From an optimization exercise on the open Yosys and OpenROAD flow, aimed at small area and a short achievable clock period; shortcuts taken in it are not production practice.
Where RTL was checked, it was by simulation tests only, not by an equivalence proof against the original.
Power is estimated from default activity; no workload was simulated.

08-11:
Design combine_decoder, start of the top module:
module combine_decoder (data, start, clk, reset, 
                        version, IHL, type_of_ser, 
                        total_length, identification, flag, frag_offset,
                        time_to_live, protocol, src_ip, dest_ip,
                        len_ip_out, data_ip_out, wr_en_ip, ok_ip, fin_ip,
                        src_port_tcp, dest_port_tcp, seq_num, ack_num,
                        f_urg, f_ack, f_psh, f_rst, f_syn, f_fin, 
                        window, urg_ptr, option_av, mss, scale_wnd,
                        sack_nbr, sack_n0, sack_n1, sack_n2, sack_n3,
                        time_stp, option_err, len_tcp_data, data_tcp_out,
                        wr_en_tcp, ok_tcp, fin_tcp,
                        dest_port_udp, src_port_udp, len_udp_data, data_udp_out,
                        wr_en_udp, ok_udp, fin_udp, ok, fin);
Size: roughly 4400 cells after synthesis, roughly 1300 flip-flops, roughly 870 I/O pins, roughly 55000 um2 of cells after synthesis.
Settings: LEC_CHECK=0, CAP_MARGIN=20, CORE_MARGIN=2, CORE_UTILIZATION=30, PLACE_DENSITY=0.45, SLEW_MARGIN=20; clock period 35.0 ns.
standard.sh (not shown) runs the stock make flow with config.mk's settings and CLKGATE_MAP_FILE= SYNTH_SCRIPT=/design/flow/synth_recipe.tcl, a recipe that flattens the netlist after the stock synthesis.
==> flow/flow/run.sh <==
#!/bin/bash
# Standard ORFS layout, but the port buffers are the smallest plain buffer
# (sky130_fd_sc_hd__buf_1) instead of the delay cell buffer_ports picks.
set -euo pipefail
bash standard.sh BUFFER_PORTS_ARGS="-buffer_cell sky130_fd_sc_hd__buf_1" finish > make_finish.log 2>&1
08-11 completed end to end with timing, DRC and antenna clean.
The following lists how 06-25 was set up differently from 08-11:
==> flow/run.sh (new file) <==
#!/bin/bash
# synth_recipe.tcl (not shown) runs the flow's synth.tcl, then flattens the netlist and writes it again
# the make line also repeats each setting of config.mk as NAME=value (left out here)
make -C /OpenROAD-flow-scripts/flow DESIGN_CONFIG=/design/flow/config.mk WORK_HOME=/design/flow/orfs CLKGATE_MAP_FILE= SYNTH_SCRIPT=/design/flow/synth_recipe.tcl finish
removed: flow/flow/run.sh
removed: flow/standard.sh
Results
06-25 completed; timing, DRC and antenna clean. Cell area reported after detailed placement was lower in 08-11 than in 06-25. Sort 06-25 and 08-11 by part of the power in registers, descending, and 08-11 comes first. Between 06-25 and 08-11, the clock power figures differ only marginally. 08-11 vs 06-25, slowest stage cell on the critical path: sky130_fd_sc_hd__or3_1 vs sky130_fd_sc_hd__clkdlybuf4s50_1.
Function was not checked in any run of this note: the RTL went through the layout flow alone.


## run A
Another version of the RTL of combine_decoder (not shown whole).
For scale: about 1200 flip-flops, ~870 I/O pins.
==> flow/config.mk <==
export PLATFORM = sky130hd
export DESIGN_NAME = combine_decoder
export DESIGN_NICKNAME = combine_decoder
export VERILOG_FILES = /design/flow/design.v
export SDC_FILE = /design/flow/constraint.sdc
export NUM_CORES = 4
export LEC_CHECK = 0
export CAP_MARGIN = 20
export CORE_MARGIN = 2
export CORE_UTILIZATION = 70
export PLACE_DENSITY = 0.8
export SLEW_MARGIN = 20
==> flow/constraint.sdc <==
create_clock -name core_clock -period 35.0 [get_ports {clk}]
set_input_delay 7.0000 -clock core_clock [delete_from_list [all_inputs] [get_ports {clk}]]
set_output_delay 7.0000 -clock core_clock [all_outputs]
set_load 0.01 [all_outputs]
==> flow/flow/run.sh <==
#!/bin/bash
# The standard ORFS layout with three changes: the port buffers are the
# plain sky130_fd_sc_hd__buf_1 (buffer_ports otherwise picks a delay cell),
# clock tree sinks are clustered by up to 24 within 60 um under clkbuf_16
# without dummy loads, and the timing repair after CTS and global routing aims
# at a setup slack of 26.45 ns instead of 0, so the longest paths get sized and
# buffered.  Each make run's full output goes to its own log here; the tools'
# own logs are under orfs/logs.
set -euo pipefail
V=("BUFFER_PORTS_ARGS=-buffer_cell sky130_fd_sc_hd__buf_1"
   "CTS_ARGS=-sink_clustering_enable -repair_clock_nets -dont_use_dummy_load -sink_clustering_size 24 -sink_clustering_max_diameter 60 -buf_list sky130_fd_sc_hd__clkbuf_16")
bash standard.sh "${V[@]}" place > make_place.log 2>&1
bash standard.sh "${V[@]}" SETUP_SLACK_MARGIN=26.45 finish > make_finish.log 2>&1
Run A: all stages complete, timing, DRC and antenna checks passed
Input changes introduced in run B (baseline for comparison: run A):
- changing PLACE_DENSITY from 0.8 to 0.75
- changing CORE_UTILIZATION from 70 to 65
==> flow/flow/run.sh <==
#!/bin/bash
# The standard ORFS layout with three changes: the port buffers are the
# plain sky130_fd_sc_hd__buf_1 (buffer_ports otherwise picks a delay cell),
# clock tree sinks are clustered by up to 24 within 60 um under clkbuf_16
# without dummy loads, and the timing repair after global routing aims at a
# setup slack of 26.3 ns instead of 0, so the longest paths get sized and
# buffered.  Each make run's full output goes to its own log here; the tools'
# own logs are under orfs/logs.
set -euo pipefail
V=("BUFFER_PORTS_ARGS=-buffer_cell sky130_fd_sc_hd__buf_1"
   "CTS_ARGS=-sink_clustering_enable -repair_clock_nets -dont_use_dummy_load -sink_clustering_size 24 -sink_clustering_max_diameter 60 -buf_list sky130_fd_sc_hd__clkbuf_16")
bash standard.sh "${V[@]}" cts > make_cts.log 2>&1
bash standard.sh "${V[@]}" SETUP_SLACK_MARGIN=26.3 finish > make_finish.log 2>&1
--- outcome ---
In run B, worst setup slack before clock tree synthesis is lower than in run A.
Delta (run B minus run A): number of vias in the routed layout down 1376; final period demand of the worst path up 0.23 ns; final cell count up 24; power in combinational cells flat; switching power up 7.9 uW.
As of run B, global-route wire length before repair had fallen by a few percent compared to run A.
Max register-to-register slack across run B and run A: run B
Inputs modified between run B and run C:
==> flow/flow/run.sh <==
#!/bin/bash
# The standard ORFS layout with three changes: the port buffers are the
# plain sky130_fd_sc_hd__buf_1 (buffer_ports otherwise picks a delay cell),
# clock tree sinks are clustered by up to 24 within 60 um under clkbuf_16
# without dummy loads, and the timing repair after CTS and global routing aims
# at a setup slack of 26.6 ns instead of 0, so the longest paths get sized and
# buffered.  Each make run's full output goes to its own log here; the tools'
# own logs are under orfs/logs.
set -euo pipefail
V=("BUFFER_PORTS_ARGS=-buffer_cell sky130_fd_sc_hd__buf_1"
   "CTS_ARGS=-sink_clustering_enable -repair_clock_nets -dont_use_dummy_load -sink_clustering_size 24 -sink_clustering_max_diameter 60 -buf_list sky130_fd_sc_hd__clkbuf_16")
bash standard.sh "${V[@]}" place > make_place.log 2>&1
bash standard.sh "${V[@]}" SETUP_SLACK_MARGIN=26.6 finish > make_finish.log 2>&1
Results
Changes observed in run C relative to run B: arrival time of data at the critical path endpoint fell 0.27 ns, non-clock buffer count rose 101, routed length on met2 rose 11%, clock network power share about even. On post-route fraction of the period consumed by the critical path, the higher figure sits with run B, not run C. Between run C and run B, the minimum clock period is higher for run B.
The following lists how run D was set up differently from run C:
==> flow/flow/run.sh <==
#!/bin/bash
# The standard ORFS layout with three changes: the port buffers are the
# plain sky130_fd_sc_hd__buf_1 (buffer_ports otherwise picks a delay cell),
# clock tree sinks are clustered by up to 24 within 60 um under clkbuf_16
# without dummy loads, and the timing repair after CTS and global routing aims
# at a setup slack of 26.3 ns instead of 0, so the longest paths get sized and
# buffered.  Each make run's full output goes to its own log here; the tools'
# own logs are under orfs/logs.
set -euo pipefail
V=("BUFFER_PORTS_ARGS=-buffer_cell sky130_fd_sc_hd__buf_1"
   "CTS_ARGS=-sink_clustering_enable -repair_clock_nets -dont_use_dummy_load -sink_clustering_size 24 -sink_clustering_max_diameter 60 -buf_list sky130_fd_sc_hd__clkbuf_16")
bash standard.sh "${V[@]}" place > make_place.log 2>&1
bash standard.sh "${V[@]}" SETUP_SLACK_MARGIN=26.3 finish > make_finish.log 2>&1
==> comparison <==
Run D | stages: all done | timing, DRC, antenna: all pass. Run C → run D: detailed-router iteration count before antenna repair up 1; sequential fraction of the synthesis area flat; wire length of the first global-routing pass down 8.2%; fraction of standard cell area in multi-input logic up 0.22 points. Summary of run D over run C: total design power has decreased; total non-filler cell area in the finished layout has decreased; hold slack has decreased; global-route track usage on met2 has decreased. Run D ended up with fewer standard cells than run C.
Input changes introduced in run E (baseline for comparison: run D):
==> flow/flow/run.sh <==
#!/bin/bash
# The standard ORFS layout with three changes: the port buffers are the
# plain sky130_fd_sc_hd__buf_1 (buffer_ports otherwise picks a delay cell),
# clock tree sinks are clustered by up to 24 within 60 um under clkbuf_16
# without dummy loads, and the timing repair after CTS and global routing aims
# at a setup slack of 26.2 ns instead of 0, so the longest paths get sized and
# buffered.  Each make run's full output goes to its own log here; the tools'
# own logs are under orfs/logs.
set -euo pipefail
V=("BUFFER_PORTS_ARGS=-buffer_cell sky130_fd_sc_hd__buf_1"
   "CTS_ARGS=-sink_clustering_enable -repair_clock_nets -dont_use_dummy_load -sink_clustering_size 24 -sink_clustering_max_diameter 60 -buf_list sky130_fd_sc_hd__clkbuf_16")
bash standard.sh "${V[@]}" place > make_place.log 2>&1
bash standard.sh "${V[@]}" SETUP_SLACK_MARGIN=26.2 finish > make_finish.log 2>&1
[summary]
Per the comparison of run E with run D, area of all sequential standard cells essentially unchanged; total power flat; buffering stage count on the worst path with inverters included has decreased; clock skew neither gained nor lost much; met1 usage in global routing about even. sky130_fd_sc_hd__dfxtp_4 as the slowest library cell on the worst path was reported by run D, and sky130_fd_sc_hd__dfxtp_1 by run E. As of run E, number of inserted filler cells in the final layout had risen slightly compared to run D. Run E vs run D, layout overhead on the synthesized area went down by 1.1 points. Looking at run D and run E, the register-to-register slack is a wash. Cmp run D and run E / non-clock buffer count / higher: run D.


## 09-12
combine_decoder, a different RTL version from the one above (not shown whole).
For scale: ~4300 cells after synthesis, ~55000 µm² of cells after synthesis.
Design combine_decoder, start of the top module:
module combine_decoder (data, start, clk, reset, 
                        version, IHL, type_of_ser, 
                        total_length, identification, flag, frag_offset,
                        time_to_live, protocol, src_ip, dest_ip,
                        len_ip_out, data_ip_out, wr_en_ip, ok_ip, fin_ip,
                        src_port_tcp, dest_port_tcp, seq_num, ack_num,
                        f_urg, f_ack, f_psh, f_rst, f_syn, f_fin, 
                        window, urg_ptr, option_av, mss, scale_wnd,
                        sack_nbr, sack_n0, sack_n1, sack_n2, sack_n3,
                        time_stp, option_err, len_tcp_data, data_tcp_out,
                        wr_en_tcp, ok_tcp, fin_tcp,
                        dest_port_udp, src_port_udp, len_udp_data, data_udp_out,
                        wr_en_udp, ok_udp, fin_udp, ok, fin);
clock: 35.0 ns
lec_check: 0
cap_margin: 20
core_margin: 2
core_utilization: 65
place_density: 0.75
slew_margin: 20
==> flow/flow/run.sh <==
#!/bin/bash
# The standard ORFS layout with three changes: the port buffers are the
# plain sky130_fd_sc_hd__buf_1 (buffer_ports otherwise picks a delay cell),
# clock tree sinks are clustered by up to 24 within 60 um under clkbuf_16
# without dummy loads, and the timing repair after CTS and global routing aims
# at a setup slack of 26.2 ns instead of 0, so the longest paths get sized and
# buffered.  Each make run's full output goes to its own log here; the tools'
# own logs are under orfs/logs.
set -euo pipefail
V=("BUFFER_PORTS_ARGS=-buffer_cell sky130_fd_sc_hd__buf_1"
   "CTS_ARGS=-sink_clustering_enable -repair_clock_nets -dont_use_dummy_load -sink_clustering_size 24 -sink_clustering_max_diameter 60 -buf_list sky130_fd_sc_hd__clkbuf_16")
bash standard.sh "${V[@]}" place > make_place.log 2>&1
bash standard.sh "${V[@]}" SETUP_SLACK_MARGIN=26.2 finish > make_finish.log 2>&1
Looking at the reports, 09-12 completed the entire flow and the layout it produced met the timing, DRC and antenna checks.
What 10-16 does differently from 09-12 at the input level:
Settings: changing PLACE_DENSITY from 0.75 to 0.6; changing CORE_UTILIZATION from 65 to 50.
==> flow/flow/run.sh <==
#!/bin/bash
# The standard ORFS layout with three changes: the port buffers are the
# plain sky130_fd_sc_hd__buf_1 (buffer_ports otherwise picks a delay cell),
# clock tree sinks are clustered by up to 24 within 60 um under clkbuf_16
# without dummy loads, and the timing repair after CTS and global routing aims
# at a setup slack of 25.8 ns instead of 0, so the longest paths get sized and
# buffered.  Each make run's full output goes to its own log here; the tools'
# own logs are under orfs/logs.
set -euo pipefail
V=("BUFFER_PORTS_ARGS=-buffer_cell sky130_fd_sc_hd__buf_1"
   "CTS_ARGS=-sink_clustering_enable -repair_clock_nets -dont_use_dummy_load -sink_clustering_size 24 -sink_clustering_max_diameter 60 -buf_list sky130_fd_sc_hd__clkbuf_16")
bash standard.sh "${V[@]}" place > make_place.log 2>&1
bash standard.sh "${V[@]}" SETUP_SLACK_MARGIN=25.8 finish > make_finish.log 2>&1
Results
10-16 finished all stages; the layout is clean.
| pin slew with the least headroom to its limit | 10-16 vs 09-12 | 140 ps lower |
Compared with 09-12, in 10-16 worst vdd rail ir drop now smaller; setup slack of the critical path after layout went down by 410 ps.
On buffering overhead: between 10-16 and 09-12, it ends up lower for 10-16.
Total power of 10-16 is higher than that of 09-12.
Where register-to-register slack is concerned, 09-12 is better than 10-16.
| clock group share of total power | higher: 10-16 |
10-16 vs 09-12: fraction of power consumed by combinational cells down in 10-16
Delta (10-16 minus 09-12): total of plain and repair buffers excluding clock buffers lower; setup skew after layout -5.1 ps.

## separate check: timing with driven ports
How much do the figures lean on ideal ports? The routed layouts below were timed once more, with nothing changed but the port constraints.
Step 1 (the two cells are an assumption about what drives the block):
set clk [get_ports {clk}]
set_driving_cell -lib_cell sky130_fd_sc_hd__clkbuf_16 $clk
set_driving_cell -lib_cell sky130_fd_sc_hd__buf_2 [delete_from_list [all_inputs] $clk]
Step 2 times the ports against the registers' clock, not the clock port: input delays grow and output delays shrink by t, the midpoint of the rising clock arrivals with the driver on.
a / b / c = ideal / step 1 / step 2; a / b = the first two.
| run | shift t [ns] | setup WS [ns] | hold slack, ns | worst data-port slew with drivers (ns) |
|---|---|---|---|---|
| 08-11 | 0.870 | 25.575 / 25.492 / 25.068 | 0.441 / 0.441 / 0.441 | 0.12 |
| 06-25 | 0.864 | 25.254 / 25.173 / 24.698 | 0.449 / 0.449 / 0.449 | 0.09 |
| run A | 0.705 | 26.281 / 26.199 / 25.761 | 0.447 / 0.447 / 0.447 | 0.08 |
| run B | 0.706 | 26.047 / 25.974 / 25.656 | 0.448 / 0.448 / 0.448 | 0.09 |
| run C | 0.709 | 26.320 / 26.244 / 25.881 | 0.449 / 0.449 / 0.449 | 0.11 |
| run D | 0.703 | 26.211 / 26.140 / 25.643 | 0.444 / 0.444 / 0.444 | 0.11 |
| run E | 0.705 | 26.157 / 26.082 / 25.636 | 0.447 / 0.447 / 0.447 | 0.09 |
| 09-12 | 0.700 | 26.175 / 26.104 / 25.622 | 0.479 / 0.479 / 0.479 | 0.07 |
| 10-16 | 0.737 | 25.769 / 25.741 / 25.089 | 0.472 / 0.472 / 0.472 | 0.13 |
After both steps every run listed still meets setup and hold. For 10-16, which loses most, drivers alone change the setup slack by -0.028 ns; drivers and shift together by -0.680 ns.
